This is an optimization exercise on Yosys and OpenROAD, whose aim is small area, a short achievable clock period and few clock cycles, not a production implementation.
For this run, only the layout was checked, not whether the RTL still works.

===== flow/run.sh =====
#!/bin/bash
# synth_recipe.tcl (not shown) runs the flow's synth.tcl, then flattens the netlist and writes it again
# the make line also repeats each setting of config.mk as NAME=value (left out here)
make -C /OpenROAD-flow-scripts/flow DESIGN_CONFIG=/design/flow/config.mk WORK_HOME=/design/flow/orfs CLKGATE_MAP_FILE= SYNTH_SCRIPT=/design/flow/synth_recipe.tcl finish

===== flow/config.mk =====
export PLATFORM = sky130hd
export DESIGN_NAME = riscv_final
export DESIGN_NICKNAME = riscv_final
export VERILOG_FILES = /design/flow/design.v
export SDC_FILE = /design/flow/constraint.sdc
export NUM_CORES = 4
export LEC_CHECK = 0
export CAP_MARGIN = 20
export CORE_MARGIN = 2
export CORE_UTILIZATION = 40
export SLEW_MARGIN = 20

===== flow/constraint.sdc =====
create_clock -name core_clock -period 10.0 [get_ports {clk}]
set_input_delay 2.0000 -clock core_clock [delete_from_list [all_inputs] [get_ports {clk}]]
set_output_delay 2.0000 -clock core_clock [all_outputs]
set_load 0.01 [all_outputs]

===== flow/design.v =====
package riscv_core_p;
    localparam RISCV_XLEN = 32;
    localparam RISCV_FLEN = 32;
    localparam RISCV_REG_NUM = 32;
    localparam RISCV_INSTR_LEN = 32;
    localparam RISCV_CSR_LEN = 32;
    localparam RISCV_CSR_NUM = 4096;
    localparam IMMEDIATE_LEN = 12;
    localparam FUNC3_LEN = 3;
    localparam FUNC7_LEN = 7;
    localparam REGAD_LEN = 5;
    localparam OPCODE_LEN = 7;
    localparam ZERO = 0;
    localparam NEXT_INST = 4;
    localparam BIT_0 = 0;
    localparam BIT_1 = 1;
    localparam BIT_2 = 2;
    localparam BIT_3 = 3;
    localparam BIT_4 = 4;
    localparam BIT_5 = 5;
    localparam BIT_6 = 6;
    localparam BIT_7 = 7;
    localparam BIT_8 = 8;
    localparam BIT_9 = 9;
    localparam BIT_10 = 10;
    localparam BIT_11 = 11;
    localparam BIT_12 = 12;
    localparam BIT_13 = 13;
    localparam BIT_14 = 14;
    localparam BIT_15 = 15;
    localparam BIT_16 = 16;
    localparam BIT_17 = 17;
    localparam BIT_18 = 18;
    localparam BIT_19 = 19;
    localparam BIT_20 = 20;
    localparam BIT_30 = 30;
    localparam BIT_31 = 31;
    localparam FUNCT3_ADD=3'b000;
    localparam FUNCT3_SUB=3'b000;
    localparam FUNCT3_SLL=3'b001;
    localparam FUNCT3_SLT=3'b010;
    localparam FUNCT3_SLTU=3'b011;
    localparam FUNCT3_XOR=3'b100;
    localparam FUNCT3_SRL=3'b101;
    localparam FUNCT3_SRA=3'b101;
    localparam FUNCT3_OR=3'b110;
    localparam FUNCT3_AND=3'b111;
    localparam FUNCT3_BEQ=3'b000;
    localparam FUNCT3_BNE=3'b001;
    localparam FUNCT3_BLT=3'b100;
    localparam FUNCT3_BGE=3'b101;
    localparam FUNCT3_BLTU=3'b110;
    localparam FUNCT3_BGEU=3'b111;
    localparam FUNCT3_B=3'b000;
    localparam FUNCT3_H=3'b001;
    localparam FUNCT3_W=3'b010;
    localparam FUNCT3_D=3'b011;
    localparam FUNCT3_BU=3'b100;
    localparam FUNCT3_HU=3'b101;
    localparam NOP_INSTRUCTION = 32'h00000013;  
    typedef enum logic[11:0] {
        CSR_FFLAGS=12'h001,
        CSR_FRM=12'h002,
        CSR_FCSR=12'h003,
        CSR_CYCLE=12'hc00,
        CSR_TIME=12'hc01,
        CSR_INSTRET=12'hc02,
        CSR_CYCLEH=12'hc80,
        CSR_TIMEH=12'hc81,
        CSR_INSTRETH=12'hc82
    } CSRAddress;
    typedef enum logic[3:0] { 
        ALU_AND=4'b0000, 
        ALU_OR=4'b0001, 
        ALU_ADD=4'b0010,
        ALU_SUB=4'b0110, 
        ALU_SLT=4'b0111,
        ALU_SLTU=4'b1000,
        ALU_SLL=4'b1001,
        ALU_SRL=4'b1011,
        ALU_XOR=4'b1100,
        ALU_SRA=4'b1101
    } ALUOp;
    typedef enum logic[6:0] { 
        LUI = 7'b0110111,
        JAL = 7'b1101111,
        JALR = 7'b1100111,
        AUIPC = 7'b0010111,
        IMM = 7'b0010011,
        BRANCH = 7'b1100011,
        OP = 7'b0110011,
        S = 7'b0100011,
        L = 7'b0000011,
        FENCE = 7'b0001111,
        SYSTEM = 7'b1110011
    } OpCode;
    typedef enum logic[6:0] { 
        PRIMARY=7'b0000000
    } Funct7;
    typedef struct packed {
        logic [IMMEDIATE_LEN - 1:0] imm;
        logic [REGAD_LEN - 1:0] rs1;
        logic[FUNC3_LEN - 1:0] funct3;
        logic [REGAD_LEN - 1:0] rd;
        OpCode opcode;
    } ImmInstruction;
    typedef struct packed {
        Funct7 funct7;
        logic [REGAD_LEN - 1:0] rs2;
        logic [REGAD_LEN - 1:0] rs1;
        logic[FUNC3_LEN - 1:0] funct3;
        logic [REGAD_LEN - 1:0] rd;
        OpCode opcode;
    } RegInstruction;
    typedef struct packed {
        logic imm12;
        logic[BIT_10:BIT_5] imm10_5;
        logic[REGAD_LEN - 1:0] rs2;
        logic[REGAD_LEN - 1:0] rs1;
        logic[FUNC3_LEN - 1:0] funct3;
        logic[BIT_4:BIT_1] imm4_1;
        logic imm11;
        OpCode opcode;
    } BranchInstruction;
    typedef struct packed {
        logic[BIT_11:BIT_5] imm11_5;
        logic[REGAD_LEN - 1:0] rs2;
        logic[REGAD_LEN - 1:0] rs1;
        logic[FUNC3_LEN - 1:0] funct3;
        logic[BIT_4:0] imm4_0;
        OpCode opcode;
    } SInstruction;
    typedef struct packed {
        logic[BIT_31:BIT_12] imm31_12;
        logic[REGAD_LEN - 1:0] rd;
        OpCode opcode;
    } UInstruction;
    typedef struct packed {
        logic imm20;
        logic [BIT_10:BIT_1] imm10_1;
        logic imm11;
        logic [BIT_19:BIT_12] imm19_12;
        logic [REGAD_LEN - 1:0] rd;
        OpCode opcode;
    } JInstruction;
    typedef union packed {
        SInstruction store;
        BranchInstruction branch;
        RegInstruction register;
        ImmInstruction imm;
        UInstruction u;
        JInstruction j;
    } Instruction;
endpackage
`timescale 1ns / 100ps
module riscv_final
#(
    parameter INITIAL_PC = 32'h00400000,
    parameter XLEN = 32
) (
    input wire logic clk,
    input wire logic rst,
    input wire logic[XLEN - 1:0] dReadData,
    input wire logic[31:0] instruction,
    output logic MemRead,
    output logic MemWrite,
    output logic[XLEN - 1:0] PC,
    output logic iMemRead,
    output logic[XLEN - 1:0] dAddress,
    output logic[XLEN - 1:0] dWriteData
);
    localparam [6:0] OPC_LUI    = 7'b0110111;
    localparam [6:0] OPC_JAL    = 7'b1101111;
    localparam [6:0] OPC_JALR   = 7'b1100111;
    localparam [6:0] OPC_BRANCH = 7'b1100011;
    localparam [6:0] OPC_LOAD   = 7'b0000011;
    localparam [6:0] OPC_STORE  = 7'b0100011;
    localparam [6:0] OPC_IMM    = 7'b0010011;
    localparam [6:0] OPC_OP     = 7'b0110011;
    logic [31:0] pc_f;           
    logic [31:0] pc_i;           
    logic        valid_i;
    logic [31:0] ir_d, pc_d;
    logic        valid_d;
    logic        valid_e;
    logic [31:0] a_e, b_e, tgt_e, sd_e;
    logic [4:0]  rd_e;
    logic        wr_e, load_e, store_e, branch_e, jalr_e, sub_e, sra_e;
    logic [2:0]  f3_e;
    logic [8:0]  sel_e;          
    logic        valid_m;
    logic [31:0] res_m, sd_m;
    logic [4:0]  rd_m;
    logic        wr_m, load_m, store_m;
    logic [31:0] res_w;
    logic [4:0]  rd_w;
    logic        wr_w, load_w;
    logic [31:0] rf [1:31];
    logic        stall_d, redirect_e, redirect_d;
    logic [31:0] target_e, target_d;
    assign PC = pc_f;
    assign iMemRead = !stall_d;
    always_ff @(posedge clk) begin
        if (rst) begin
            pc_f <= INITIAL_PC;
            valid_i <= 1'b0;
        end else if (redirect_e) begin
            pc_f <= target_e;
            valid_i <= 1'b0;
        end else if (redirect_d) begin
            pc_f <= target_d;
            valid_i <= 1'b0;
        end else if (!stall_d) begin
            pc_f <= pc_f + 32'd4;
            valid_i <= 1'b1;
        end
    end
    always_ff @(posedge clk)
        if (!stall_d)
            pc_i <= pc_f;
    always_ff @(posedge clk) begin
        if (rst)
            valid_d <= 1'b0;
        else if (redirect_e || redirect_d)
            valid_d <= 1'b0;
        else if (!stall_d)
            valid_d <= valid_i;
    end
    always_ff @(posedge clk)
        if (!stall_d) begin
            ir_d <= instruction;
            pc_d <= pc_i;
        end
    wire [6:0] opc = ir_d[6:0];
    wire [4:0] rd  = ir_d[11:7];
    wire [2:0] f3  = ir_d[14:12];
    wire [4:0] rs1 = ir_d[19:15];
    wire [4:0] rs2 = ir_d[24:20];
    wire d_lui    = opc == OPC_LUI;
    wire d_jal    = opc == OPC_JAL;
    wire d_jalr   = opc == OPC_JALR;
    wire d_branch = opc == OPC_BRANCH;
    wire d_load   = opc == OPC_LOAD;
    wire d_store  = opc == OPC_STORE;
    wire d_imm    = opc == OPC_IMM;
    wire d_op     = opc == OPC_OP;
    wire use_rs1 = d_op | d_imm | d_load | d_store | d_branch | d_jalr;
    wire use_rs2 = d_op | d_store | d_branch;
    wire d_wr    = (d_op | d_imm | d_load | d_lui | d_jal | d_jalr) && rd != 5'd0;
    wire [31:0] imm_i = {{20{ir_d[31]}}, ir_d[31:20]};
    wire [31:0] imm_s = {{20{ir_d[31]}}, ir_d[31:25], ir_d[11:7]};
    wire [31:0] imm_b = {{19{ir_d[31]}}, ir_d[31], ir_d[7], ir_d[30:25], ir_d[11:8], 1'b0};
    wire [31:0] imm_u = {ir_d[31:12], 12'b0};
    wire [31:0] imm_j = {{11{ir_d[31]}}, ir_d[31], ir_d[19:12], ir_d[20], ir_d[30:21], 1'b0};
    wire [31:0] res_e;
    wire [31:0] wdata_w = load_w ? dReadData : res_w;
    wire [31:0] rf1 = (rs1 == 5'd0) ? 32'd0 : rf[rs1];
    wire [31:0] rf2 = (rs2 == 5'd0) ? 32'd0 : rf[rs2];
    wire fe1 = valid_e && wr_e && rd_e == rs1;
    wire fm1 = valid_m && wr_m && rd_m == rs1;
    wire fw1 = wr_w && rd_w == rs1;
    wire fe2 = valid_e && wr_e && rd_e == rs2;
    wire fm2 = valid_m && wr_m && rd_m == rs2;
    wire fw2 = wr_w && rd_w == rs2;
    wire [31:0] rs1v = fe1 ? res_e : fm1 ? res_m : fw1 ? wdata_w : rf1;
    wire [31:0] rs2v = fe2 ? res_e : fm2 ? res_m : fw2 ? wdata_w : rf2;
    assign stall_d = valid_d && (
        (use_rs1 && rs1 != 5'd0 && ((valid_e && load_e && rd_e == rs1) || (valid_m && load_m && rd_m == rs1))) ||
        (use_rs2 && rs2 != 5'd0 && ((valid_e && load_e && rd_e == rs2) || (valid_m && load_m && rd_m == rs2))));
    wire [31:0] pc_off = pc_d + (d_jal ? imm_j : imm_b);
    wire [31:0] link_d = pc_d + 32'd4;
    assign target_d = pc_off;
    assign redirect_d = valid_d && d_jal && !redirect_e;
    wire [31:0] a_d = d_lui ? 32'd0 : rs1v;
    wire [31:0] b_d = d_lui ? imm_u : d_store ? imm_s : (d_imm | d_load | d_jalr) ? imm_i : rs2v;
    wire alu_f = d_op | d_imm;
    wire [8:0] sel_d;
    assign sel_d[0] = !alu_f ? !(d_jal | d_jalr) : f3 == 3'b000;    
    assign sel_d[1] = alu_f && f3 == 3'b001;                        
    assign sel_d[2] = alu_f && f3 == 3'b010;                        
    assign sel_d[3] = alu_f && f3 == 3'b011;                        
    assign sel_d[4] = alu_f && f3 == 3'b100;                        
    assign sel_d[5] = alu_f && f3 == 3'b101;                        
    assign sel_d[6] = alu_f && f3 == 3'b110;                        
    assign sel_d[7] = alu_f && f3 == 3'b111;                        
    assign sel_d[8] = d_jal | d_jalr;                               
    always_ff @(posedge clk) begin
        if (rst)
            valid_e <= 1'b0;
        else
            valid_e <= valid_d && !stall_d && !redirect_e;
    end
    always_ff @(posedge clk) begin
        a_e <= a_d;
        b_e <= b_d;
        sd_e <= rs2v;
        tgt_e <= (d_jal | d_jalr) ? link_d : pc_off;
        rd_e <= rd;
        wr_e <= d_wr;
        load_e <= d_load;
        store_e <= d_store;
        branch_e <= d_branch;
        jalr_e <= d_jalr;
        f3_e <= f3;
        sub_e <= (d_op && f3 == 3'b000 && ir_d[30]) || (alu_f && (f3 == 3'b010 || f3 == 3'b011)) || d_branch;
        sra_e <= ir_d[30];
        sel_e <= sel_d;
    end
    wire [32:0] sum_e = {1'b0, a_e} + {1'b0, sub_e ? ~b_e : b_e} + {32'd0, sub_e};
    wire ltu_e = !sum_e[32];
    wire lt_e  = (a_e[31] ^ b_e[31]) ? a_e[31] : sum_e[31];
    wire eq_e  = a_e == b_e;
    logic [31:0] sh_in, sh_out, sll_out;
    always_comb
        for (int i = 0; i < 32; i++) sh_in[i] = sel_e[1] ? a_e[31 - i] : a_e[i];
    wire sh_fill = sra_e && !sel_e[1] && a_e[31];
    assign sh_out = $signed({sh_fill, sh_in}) >>> b_e[4:0];
    always_comb
        for (int i = 0; i < 32; i++) sll_out[i] = sh_out[31 - i];
    assign res_e = ({32{sel_e[0]}} & sum_e[31:0])
                 | ({32{sel_e[1]}} & sll_out)
                 | ({32{sel_e[2]}} & {31'd0, lt_e})
                 | ({32{sel_e[3]}} & {31'd0, ltu_e})
                 | ({32{sel_e[4]}} & (a_e ^ b_e))
                 | ({32{sel_e[5]}} & sh_out)
                 | ({32{sel_e[6]}} & (a_e | b_e))
                 | ({32{sel_e[7]}} & (a_e & b_e))
                 | ({32{sel_e[8]}} & tgt_e);
    logic taken_e;
    always_comb
        case (f3_e)
            3'b000: taken_e = eq_e;
            3'b001: taken_e = !eq_e;
            3'b100: taken_e = lt_e;
            3'b101: taken_e = !lt_e;
            3'b110: taken_e = ltu_e;
            3'b111: taken_e = !ltu_e;
            default: taken_e = 1'b0;
        endcase
    assign redirect_e = valid_e && ((branch_e && taken_e) || jalr_e);
    assign target_e = jalr_e ? {sum_e[31:1], 1'b0} : tgt_e;
    always_ff @(posedge clk) begin
        if (rst)
            valid_m <= 1'b0;
        else
            valid_m <= valid_e;
    end
    always_ff @(posedge clk) begin
        res_m <= res_e;
        sd_m <= sd_e;
        rd_m <= rd_e;
        wr_m <= wr_e;
        load_m <= load_e;
        store_m <= store_e;
    end
    assign dAddress = res_m;
    assign dWriteData = sd_m;
    assign MemWrite = valid_m && store_m;
    assign MemRead = valid_m && load_m;
    always_ff @(posedge clk) begin
        if (rst)
            wr_w <= 1'b0;
        else
            wr_w <= valid_m && wr_m;
    end
    always_ff @(posedge clk) begin
        res_w <= res_m;
        rd_w <= rd_m;
        load_w <= load_m;
    end
    always_ff @(posedge clk)
        if (wr_w)
            rf[rd_w] <= wdata_w;
endmodule

==> metrics.cfg <==
[pwr]
netSwitchingPower_mw = 4.82
power_density_mw_per_mm2 = 206
power_frac_clock = 0.356
leakage_nw = 27.0
combinationalPowerShare = 0.182
fin_total_pwr_mw = 16.2
seq_power_share = 0.463
cellInternalPower_mw = 11.4
max-vdd-ir-drop_mv = 0.194
sw_frac_of_total = 0.297

[sta]
worst-slew-pin-transition_ns = 1.16
max_slew_margin = 0.219
finalWorstPathRequiredPeriod_ns = 6.10
setup_slack_ns = 3.90
fmax_ghz = 0.164
timing.final.crit_share = 0.610
setup_repair_after_global_routing_missed_its_margin = false
finalMaxSlewViolations = 0
final.setup_skew_ns = 0.0468
fin_setup_tns_ns = 0
timing.final.setup_violations = 0
hold_viol_final = 0

[worst_setup_path]
crit_start = ir_d[4]$_DFFE_PN_
critical_path_launch_point_type = register
rr_endpoint = pc_f[31]$_SDFFE_PP0P_
critical_path.cell_chain = nand4b_1 > or2_2 > clkinv_1 > buf_4 > nand2_1 > mux2_2 > ha_1 > fa_1 > a211oi_1 > o21ai_0 > o2bb2ai_1 > a211oi_1 > o21ai_0 > or4b_1 > a31oi_1 > xnor2_1 > a221o_1 > a31o_2
cp.required_ns = 10.70
path_max_fanout = 43
cp-end-kind = register
source_of_the_worst_register_to_register_timing_path = ir_d[4]$_DFFE_PN_
critical_path.slowest_cell = sky130_fd_sc_hd__or2_2
arrival_time_at_the_worst_endpoint_ns = 6.80
worstSetupPathDepth = 18
critPathBufInv = 2
critPathTopFamily = compound AO/OA/AOI/OAI gates
critPathMaxStageDelay_ns = 0.59
worst-setup-path-type = register to register
r2r_setup_slack_ns = 3.90
reg2reg_depth = 18

[yosys]
synth.yosys.warnings = 1
area_fraction_in_compound_gates_after_synthesis = 0.0817
syn-num-nets = 4904
synth_flop_type = sky130_fd_sc_hd__edfxtp_1
synth_edf_count = 1088
synth_top_family_by_area = multiplexers
synth.ff_latch_count = 1397
synth_top_area_frac = 0.471
post_synth_instance_area_sq_mm = 0.0694
synthMuxAreaShare = 0.232
synthAdderAreaFrac = 0.0237
ys_async_sr_fraction = 0
area_share_of_xor_xnor_cells_in_the_synthesized_design = 0.0186
post_synth_num_cell_types = 85
synth_seq_area_share = 0.560
yosys-top-cells-area = sky130_fd_sc_hd__edfxtp_1, sky130_fd_sc_hd__mux4_2, sky130_fd_sc_hd__dfxtp_1
synth.avg_cell_area_sq_um = 14.7
yosys.area_share.simple = 0.0564
syn-instance-count = 4708
post-synth-top-area-cell = sky130_fd_sc_hd__edfxtp_1

[drt]
detailroute.via_count = 45457
drc = 0
via_per_inst = 6.30
avgRoutedWirePerCell_microns = 33.2
detail-route-antenna-nets = 0
dr.first_iter.drc_count = 5881
totalWireLength_mm = 240
detail_route.first_pass.iterations = 5

[cts]
path_clk_slew_ns = 0.07
cts-htree-levels = 4
tritoncts = built
cts_made_buffers = 152
ctsHoldBuffers = 0
number_of_buffers_inserted_by_post_cts_setup_repair = 0
worst_skew_pair.late_latency_ns = 0.80
cts-resized-gates = 0
clockRootBuffer = sky130_fd_sc_hd__clkbuf_16
cts_num_sinks = 1397
cts.path.max_buffers = 3

[placed_design]
dp_worst_setup_slack_ns = 4.01
dp.final_hpwl_mm = 155
port-buffer-count = 164
gp_congestion = 0.971
post-place-cells = 6938

[grt]
maximum_number_of_pins_on_one_net_before_global_route_repair = 125
grt_util_all_layers = 0.269
overflow = 0
number_of_antenna_violations_at_the_first_check_in_global_routing = 10
global_route_wire_length_before_repair_mm = 337
grt_pass1_vias = 44854

[flow_run]
maxCapViolations = 0

[final_layout]
areaGrowthSynthToFinish_pct = 13.5
fraction_of_final_layout_cells_sized_beyond_drive_strength_1 = 0.223
num-nets-final = 4978
instances_no_fill = 7217
final_core_utilization = 0.458
fill_cells = 15093

[floorplanning]
start_util = 0.404
fp.coreArea_sq_mm = 0.172
dieArea_sq_mm = 0.177
io-pin-count = 165
die-height_microns = 421
floorplan.rows = 152
die_w_microns = 421

[worst_hold_path]
hold_path_depth = 0
hold_path_startpoint = sd_e[26]$_DFF_P_
holdCritPathClass = register to register
worst_hold_path.endpoint = sd_m[26]$_DFF_P_

[run_status]
run_status = no timing/DRC/antenna violations

[how the worst max path moves through the flow]
stage                                  endpoint
after CTS                              iMemRead
final                     pc_f[31]$_SDFFE_PP0P_
after detailed placement  pc_f[31]$_SDFFE_PP0P_
after global placement    pc_f[31]$_SDFFE_PP0P_
after global routing      pc_f[31]$_SDFFE_PP0P_
after floorplan                        iMemRead
[state kept, by name, summed over array words and instances, names as in the netlist, 9 cells and up, named ones only]
name   count
b_e       32
sd_e      32
pc_d      32
sel_e      9
sd_m      32
rf       992
tgt_e     32
res_m     32
pc_i      32
a_e       32
pc_f      32
res_w     32
ir_d      32
[power groups by stage]
stage / clock network [mW] / registers [mW] / logic (mW)
finish: 5.77 / 7.50 / 2.95
global route: 6.08 / 7.51 / 3.10
CTS: 5.85 / 7.49 / 2.88
detailed placement: 0 / 7.61 / 2.87
global placement: 0 / 7.61 / 2.85
floorplan: 0 / 7.36 / 1.66
[synthesized netlist by cell type (15+ instances only)]
cell / instances
sky130_fd_sc_hd__xor2_1: 91
sky130_fd_sc_hd__a21o_1: 46
sky130_fd_sc_hd__nand2b_1: 17
sky130_fd_sc_hd__o221ai_1: 32
sky130_fd_sc_hd__and2_1: 20
sky130_fd_sc_hd__mux2i_1: 192
sky130_fd_sc_hd__a221o_1: 24
sky130_fd_sc_hd__o21ai_0: 150
sky130_fd_sc_hd__a22oi_1: 23
sky130_fd_sc_hd__clkbuf_1: 243
sky130_fd_sc_hd__o21a_1: 19
sky130_fd_sc_hd__edfxtp_1: 1088
sky130_fd_sc_hd__mux4_2: 608
sky130_fd_sc_hd__buf_2: 35
sky130_fd_sc_hd__ha_1: 128
sky130_fd_sc_hd__o2111ai_1: 16
sky130_fd_sc_hd__buf_1: 53
sky130_fd_sc_hd__o211ai_1: 24
sky130_fd_sc_hd__xnor2_1: 56
sky130_fd_sc_hd__a21oi_1: 240
sky130_fd_sc_hd__nor4_1: 20
sky130_fd_sc_hd__a221oi_1: 15
sky130_fd_sc_hd__nor3_1: 72
sky130_fd_sc_hd__o22ai_1: 40
sky130_fd_sc_hd__nand2_1: 238
sky130_fd_sc_hd__dfxtp_1: 309
sky130_fd_sc_hd__a31oi_1: 16
sky130_fd_sc_hd__nand4_1: 15
sky130_fd_sc_hd__nor2_1: 327
sky130_fd_sc_hd__mux2_2: 42
sky130_fd_sc_hd__a211oi_1: 82
sky130_fd_sc_hd__inv_1: 139
sky130_fd_sc_hd__nand3_1: 63
sky130_fd_sc_hd__and3_1: 25
[layout by cell type, fill, tap and decap left out, types with 40 or more instances in the layout]
cell type,instances
sky130_fd_sc_hd__edfxtp_1,1088
sky130_fd_sc_hd__mux4_2,608
sky130_fd_sc_hd__nor2_1,296
sky130_fd_sc_hd__dfxtp_1,291
sky130_fd_sc_hd__a21oi_1,240
sky130_fd_sc_hd__nand2_1,236
sky130_fd_sc_hd__mux2i_1,188
sky130_fd_sc_hd__clkdlybuf4s50_1,163
sky130_fd_sc_hd__clkbuf_16,156
sky130_fd_sc_hd__o21ai_0,150
sky130_fd_sc_hd__inv_1,138
sky130_fd_sc_hd__ha_1,128
sky130_fd_sc_hd__buf_4,92
sky130_fd_sc_hd__xor2_1,91
sky130_fd_sc_hd__a211oi_1,82
sky130_fd_sc_hd__nor3_1,72
sky130_fd_sc_hd__nand3_1,60
sky130_fd_sc_hd__xnor2_1,56
sky130_fd_sc_hd__a21o_1,46
sky130_fd_sc_hd__mux2_2,42
sky130_fd_sc_hd__o22ai_1,40
[kinds of logic after synthesis]
logic type / after synthesis
AOI/OAI and AO/OA: 842
xor gates and xnor gates: 147
adders and majority gates: 130
buffers and inverters: 483
DFF: 1397
muxes: 844
and+or+nand+nor: 865
[layout make-up]
cell class,count,area (sq um),share of cell area
antenna,3,7.51,0.0000953
clock buffer,188,4080,0.0519
clock inverter,88,990,0.0126
inverter,141,532,0.00675
multi-input combinational,2828,28900,0.367
sequential,1397,38900,0.494
tap,2310,2890,0.0367
timing repair buffer,262,2450,0.0311
[layer usage]
layer	up-vias	track usage	wire length, microns
met3	515	0.0510	20300
met2	2367	0.424	112000
met4	4	0.144	14400
li1	18973	-	-
met5	-	0	31
met1	23598	0.354	93000
[through the flow]
stage | hold WS [ns] | instance area (sq um)
4_1_cts | 0.326 | 78700
6_report | 0.327 | 78800
3_3_place_gp | 0.313 | 73700
5_1_grt | 0.326 | 78800
2_1_floorplan | 0.310 | 69400
3_5_place_dp | 0.312 | 73700

[port drivers added, routing unchanged]
In the flow no input, the clock included, has a driving cell. The finished layout below was timed again as built, in two steps.
Step 1 assumes that a clkbuf_16 drives the clock port and a buf_2 every other input.
Step 2 also shifts input and output timing later by t, the mid clock arrival at the registers, as if the neighbouring blocks saw the same clock.
Three values: ideal ports, drivers, drivers and shift; two values: the first two.
t, ns: 0.867
setup WS [ns]: 3.898 / 3.846 / 3.898
worst slew at a driven data input, ns: 0.07
cell pins on the clock port's net: 1
After both steps this run still meets setup and hold. The setup slack of this run moves by -0.052 ns with the drivers and by 0.000 ns with both steps.
